This design comes from an exercise in tuning for small area on the open sky130 flow, not from production work.
Where RTL was checked, it was by simulation tests only, not by an equivalence proof against the original.

==> flow/design.v <==
`timescale 1ns / 1ps
module FIFO
#(parameter data_width =32,parameter addr_width=4)
(input clk,
input rd_en,
input wr_en,
input [data_width-1:0] data_in,
input reset,
output reg [data_width-1:0] data_out,
output reg empty,
output reg full,
output reg [addr_width-1:0] data_counter
);
localparam depth = 2**addr_width;
reg [data_width-1:0] memory [depth-1:0];
wire rd_ok = rd_en & ~empty;
wire wr_ok = wr_en & ~full & ~rd_ok;
integer i;
always @(posedge clk) begin
    if (wr_ok) begin
        memory[0] <= data_in;
        for (i = 1; i < depth; i = i + 1)
            memory[i] <= memory[i-1];
    end
end
wire [depth-1:0] sel;
genvar g0;
generate
  for (g0 = 0; g0 < depth-1; g0 = g0 + 1) begin : s
    assign sel[g0] = (data_counter == g0+1);
  end
endgenerate
assign sel[depth-1] = full;
wire [depth:0] g;
generate
  for (g0 = 0; g0 < depth; g0 = g0 + 1) begin : gs
    assign g[g0] = sel[g0] & rd_ok;
  end
endgenerate
assign g[depth] = ~rd_ok;
wire [data_width-1:0] t0, t1, t2, t3, t4, t5, u;
assign t0 = ~((memory[0]  & {data_width{g[0]}})  | (memory[1]  & {data_width{g[1]}})  | (memory[2]  & {data_width{g[2]}}));
assign t1 = ~((memory[3]  & {data_width{g[3]}})  | (memory[4]  & {data_width{g[4]}})  | (memory[5]  & {data_width{g[5]}}));
assign t2 = ~((memory[6]  & {data_width{g[6]}})  | (memory[7]  & {data_width{g[7]}})  | (memory[8]  & {data_width{g[8]}}));
assign t3 = ~((memory[9]  & {data_width{g[9]}})  | (memory[10] & {data_width{g[10]}}) | (memory[11] & {data_width{g[11]}}));
assign t4 = ~((memory[12] & {data_width{g[12]}}) | (memory[13] & {data_width{g[13]}}) | (memory[14] & {data_width{g[14]}}));
assign t5 = ~((memory[15] & {data_width{g[15]}}) | (data_out  & {data_width{g[16]}}));
assign u = t0 & t1 & t2 & t3;
wire [data_width-1:0] rd_data = ~(u & t4 & t5);
always @(posedge clk)
    data_out <= rd_data;
always @(posedge clk) begin
    if (reset) begin
        data_counter <= 0;
        full <= 1'b0;
        empty <= 1'b1;
    end else if (rd_ok) begin
        data_counter <= data_counter - 1'b1;
        full <= 1'b0;
        empty <= (data_counter == 1);
    end else if (wr_ok) begin
        data_counter <= data_counter + 1'b1;
        full <= (data_counter == depth-1);
        empty <= 1'b0;
    end
end
endmodule
clock: 2.2 ns
lec_check: 0
cap_margin: 20
core_margin: 2
core_utilization: 75
setup_slack_margin: 0.05
slew_margin: 20
standard.sh (not shown) runs the stock make flow with config.mk's settings and CLKGATE_MAP_FILE= SYNTH_SCRIPT=/design/flow/synth_recipe.tcl, a recipe that flattens the netlist after the stock synthesis.
==> flow/flow/run.sh <==
#!/bin/bash
# Own layout flow: the standard ORFS flow, with two changes.
#  1. Synthesis is the standard one (synth_recipe.tcl via standard.sh), but ABC
#     maps the combinational logic with an area-oriented script
#     (flow/abc_area.script) instead of ORFS's delay-oriented abc_speed.script.
#     Flip-flops are mapped by dfflibmap before ABC runs, so the registers,
#     their names and cell types are exactly the standard synthesis's.
#  2. Ports are buffered with buf_1 instead of ORFS's default pick, clock tree
#     without dummy loads, and non-critical gates are downsized after global
#     routing (RECOVER_POWER).
# Each step's full output goes to a log file of its own in the work folder.
set -euo pipefail
cd "$(dirname "$0")/.."
W=$PWD

rm -rf "$W/scripts_abc"
cp -r "$FLOW_HOME/scripts" "$W/scripts_abc"
cp "$W/flow/abc_area.script" "$W/scripts_abc/abc_speed.script"

bash standard.sh synth SCRIPTS_DIR="$W/scripts_abc" > "$W/synth.log" 2>&1

bash standard.sh finish \
  BUFFER_PORTS_ARGS="-buffer_cell sky130_fd_sc_hd__buf_1" \
  CTS_ARGS="-sink_clustering_enable -repair_clock_nets -buf_list {sky130_fd_sc_hd__clkbuf_4 sky130_fd_sc_hd__clkbuf_8} -sink_clustering_size 16 -sink_clustering_max_diameter 60 -dont_use_dummy_load" \
  RECOVER_POWER=100 \
  > "$W/layout.log" 2>&1
==> flow/flow/abc_area.script <==
&get -n
&st
&dch
&nf -R 1000
&put
Change:
==> flow/design.v (replaced) <==
`timescale 1ns / 1ps
module FIFO
#(parameter data_width =32,parameter addr_width=4)
(input clk,
input rd_en,
input wr_en,
input [data_width-1:0] data_in,
input reset,
output reg [data_width-1:0] data_out,
output reg empty,
output reg full,
output reg [addr_width-1:0] data_counter
);
localparam depth = 2**addr_width;
reg [data_width-1:0] memory [depth-1:0];
wire rd_ok = rd_en & ~empty;
wire wr_ok = wr_en & ~full & ~rd_ok;
wire [addr_width-1:0] rd_idx = data_counter - 1'b1;
integer i;
always @(posedge clk) begin
    if (wr_ok) begin
        memory[0] <= data_in;
        for (i = 1; i < depth; i = i + 1)
            memory[i] <= memory[i-1];
    end
end
wire [depth-1:0] sel;
genvar g;
generate
  for (g = 0; g < depth-1; g = g + 1) begin : s
    assign sel[g] = (data_counter == g+1);
  end
endgenerate
assign sel[depth-1] = full;
reg [data_width-1:0] rd_data;
always @* begin
    rd_data = 0;
    for (i = 0; i < depth; i = i + 1)
        rd_data = rd_data | (memory[i] & {data_width{sel[i] & rd_ok}});
    rd_data = rd_data | (data_out & {data_width{~rd_ok}});
end
always @(posedge clk)
    data_out <= rd_data;
always @(posedge clk) begin
    if (reset) begin
        data_counter <= 0;
        full <= 1'b0;
        empty <= 1'b1;
    end else if (rd_ok) begin
        data_counter <= data_counter - 1'b1;
        full <= 1'b0;
        empty <= (data_counter == 1);
    end else if (wr_ok) begin
        data_counter <= data_counter + 1'b1;
        full <= (data_counter == depth-1);
        empty <= 1'b0;
    end
end
endmodule
Outcome: Routed wire length drops by 3.2%; clock-buffer cell count is unchanged; synthesized cell count climbs by 7.5%; worst setup slack gets better by 0.042 ns; first-iteration DRC count drops by 1.5%; die area climbs by 1.7%; hold slack is about the same; final cell count climbs by 4.4%; design area climbs by 0.78%; via count climbs by 0.90%; synthesized area climbs by 1.7%; core utilization drops by 1.6 points.


== north ==
Another version of the RTL of FIFO (not shown whole).
For scale: ~550 flip-flops, ~74 I/O pins, about 19000 um^2 of cells after synthesis.
==> module FIFO, before the edit <==
module FIFO
#(parameter data_width =32,parameter addr_width=4)
(input clk,
input rd_en,
input wr_en,
input [data_width-1:0] data_in,
input reset,
output reg [data_width-1:0] data_out,
output reg empty,
output reg full,
output reg [addr_width-1:0] data_counter
);
localparam depth = 2**addr_width;
reg [data_width-1:0] memory [depth-1:0];
wire rd_ok = rd_en & ~empty;
wire wr_ok = wr_en & ~full & ~rd_ok;
integer i;
always @(posedge clk) begin
    if (wr_ok) begin
        memory[0] <= data_in;
        for (i = 1; i < depth; i = i + 1)
            memory[i] <= memory[i-1];
    end
end
wire [depth-1:0] sel;
genvar g0;
generate
  for (g0 = 0; g0 < depth-1; g0 = g0 + 1) begin : s
    assign sel[g0] = (data_counter == g0+1);
  end
endgenerate
assign sel[depth-1] = full;
wire [depth:0] g;
generate
  for (g0 = 0; g0 < depth; g0 = g0 + 1) begin : gs
    assign g[g0] = sel[g0] & rd_en;
  end
endgenerate
assign g[depth] = ~rd_ok;
wire [data_width-1:0] t0, t1, t2, t3, t4, t5, u;
assign t0 = ~((memory[0]  & {data_width{g[0]}})  | (memory[1]  & {data_width{g[1]}})  | (memory[2]  & {data_width{g[2]}}));
assign t1 = ~((memory[3]  & {data_width{g[3]}})  | (memory[4]  & {data_width{g[4]}})  | (memory[5]  & {data_width{g[5]}}));
assign t2 = ~((memory[6]  & {data_width{g[6]}})  | (memory[7]  & {data_width{g[7]}})  | (memory[8]  & {data_width{g[8]}}));
assign t3 = ~((memory[9]  & {data_width{g[9]}})  | (memory[10] & {data_width{g[10]}}) | (memory[11] & {data_width{g[11]}}));
assign t4 = ~((memory[12] & {data_width{g[12]}}) | (memory[13] & {data_width{g[13]}}) | (memory[14] & {data_width{g[14]}}));
assign t5 = ~((memory[15] & {data_width{g[15]}}) | (data_out  & {data_width{g[16]}}));
assign u = t0 & t1 & t2 & t3;
wire [data_width-1:0] rd_data = ~(u & t4 & t5);
always @(posedge clk)
    data_out <= rd_data;
always @(posedge clk) begin
    if (reset) begin
        data_counter <= 0;
        full <= 1'b0;
        empty <= 1'b1;
    end else if (rd_ok) begin
        data_counter <= data_counter - 1'b1;
        full <= 1'b0;
        empty <= (data_counter == 1);
    end else if (wr_ok) begin
        data_counter <= data_counter + 1'b1;
        full <= (data_counter == depth-1);
        empty <= 1'b0;
    end
end
endmodule
==> flow/config.mk <==
export PLATFORM = sky130hd
export DESIGN_NAME = FIFO
export DESIGN_NICKNAME = FIFO
export VERILOG_FILES = /design/flow/design.v
export SDC_FILE = /design/flow/constraint.sdc
export NUM_CORES = 4
export LEC_CHECK = 0
export CAP_MARGIN = 20
export CORE_MARGIN = 2
export CORE_UTILIZATION = 75
export SETUP_SLACK_MARGIN = 0.05
export SLEW_MARGIN = 20
==> flow/constraint.sdc <==
create_clock -name core_clock -period 2.2 [get_ports {clk}]
set_input_delay 0.4400 -clock core_clock [delete_from_list [all_inputs] [get_ports {clk}]]
set_output_delay 0.4400 -clock core_clock [all_outputs]
set_load 0.01 [all_outputs]
Scripts as last shown in full above: flow/flow/run.sh, flow/flow/abc_area.script
north: full flow OK, the timing, design-rule and antenna checks passed
--- input diff north..south ---
--- a/flow/design.v
+++ b/flow/design.v
@@ -48,19 +48,24 @@
 assign u = t0 & t1 & t2 & t3;
 wire [data_width-1:0] rd_data = ~(u & t4 & t5);
 always @(posedge clk)
     data_out <= rd_data;
+wire [addr_width-1:0] dc = data_counter;
+wire [addr_width-1:0] dc_inc = {dc[3] ^ (dc[2] & dc[1] & dc[0]), dc[2] ^ (dc[1] & dc[0]),
+                               dc[1] ^ dc[0], ~dc[0]};
+wire [addr_width-1:0] dc_dec = {dc[3] ^ ~(dc[2] | dc[1] | dc[0]), dc[2] ^ ~(dc[1] | dc[0]),
+                               dc[1] ^ ~dc[0], ~dc[0]};
 always @(posedge clk) begin
     if (reset) begin
         data_counter <= 0;
         full <= 1'b0;
         empty <= 1'b1;
     end else if (rd_ok) begin
-        data_counter <= data_counter - 1'b1;
+        data_counter <= dc_dec;
         full <= 1'b0;
         empty <= (data_counter == 1);
     end else if (wr_ok) begin
-        data_counter <= data_counter + 1'b1;
+        data_counter <= dc_inc;
         full <= (data_counter == depth-1);
         empty <= 1'b0;
     end
 end
[summary]
Final area down 2.2% in south wrt north
Summary — multi-input combinational area share, south relative to north: lower, by 0.34 points.
Total nets after synthesis sits lower in south than in north.
On area after synthesis, south and north are basically level.
From north to south the numbers moved as follows: non-clock buffer count -15%, data arrival at the endpoint of the critical path -0.05 ns.
Function not checked in north: the RTL went through the layout flow alone.

==> static timing again, ports no longer ideal <==
How much do the figures lean on ideal ports? The routed layouts below were timed once more, with nothing changed but the port constraints. Step 1 sets driving cells, clkbuf_16 on the clock port and buf_2 on the other inputs (assumed; they add their load-dependent delay and slew). Step 2 adds t to the input delays and takes it off the output delays; t is the mean of the earliest and latest rising clock arrival at the registers after step 1. Input paths then give back, and output paths get back, about the clock's delay inside the block. a / b / c = no drivers / after step 1 / after step 2; a / b = the first two.
run | t (ns) | setup slack, ns | hold slack, ns | worst setup path after step 2
the first run of note 1 | 0.585 | 0.069 / 0.069 / -0.193 | 0.032 / 0.014 / 0.429 | input to register
the second run of note 1 | 0.599 | 0.112 / 0.112 / -0.035 | 0.030 / 0.009 / 0.415 | input to register
north | 0.617 | 0.058 / 0.058 / -0.327 | 0.012 / -0.011 / 0.424 | input to register
south | 0.613 | 0.130 / 0.130 / -0.266 | 0.025 / -0.003 / 0.421 | input to register
With both steps, setup timing fails in every run listed, where it was met with ideal ports. The setup slack of south, which loses most, moves by 0.000 ns with the drivers and by -0.396 ns with both steps.
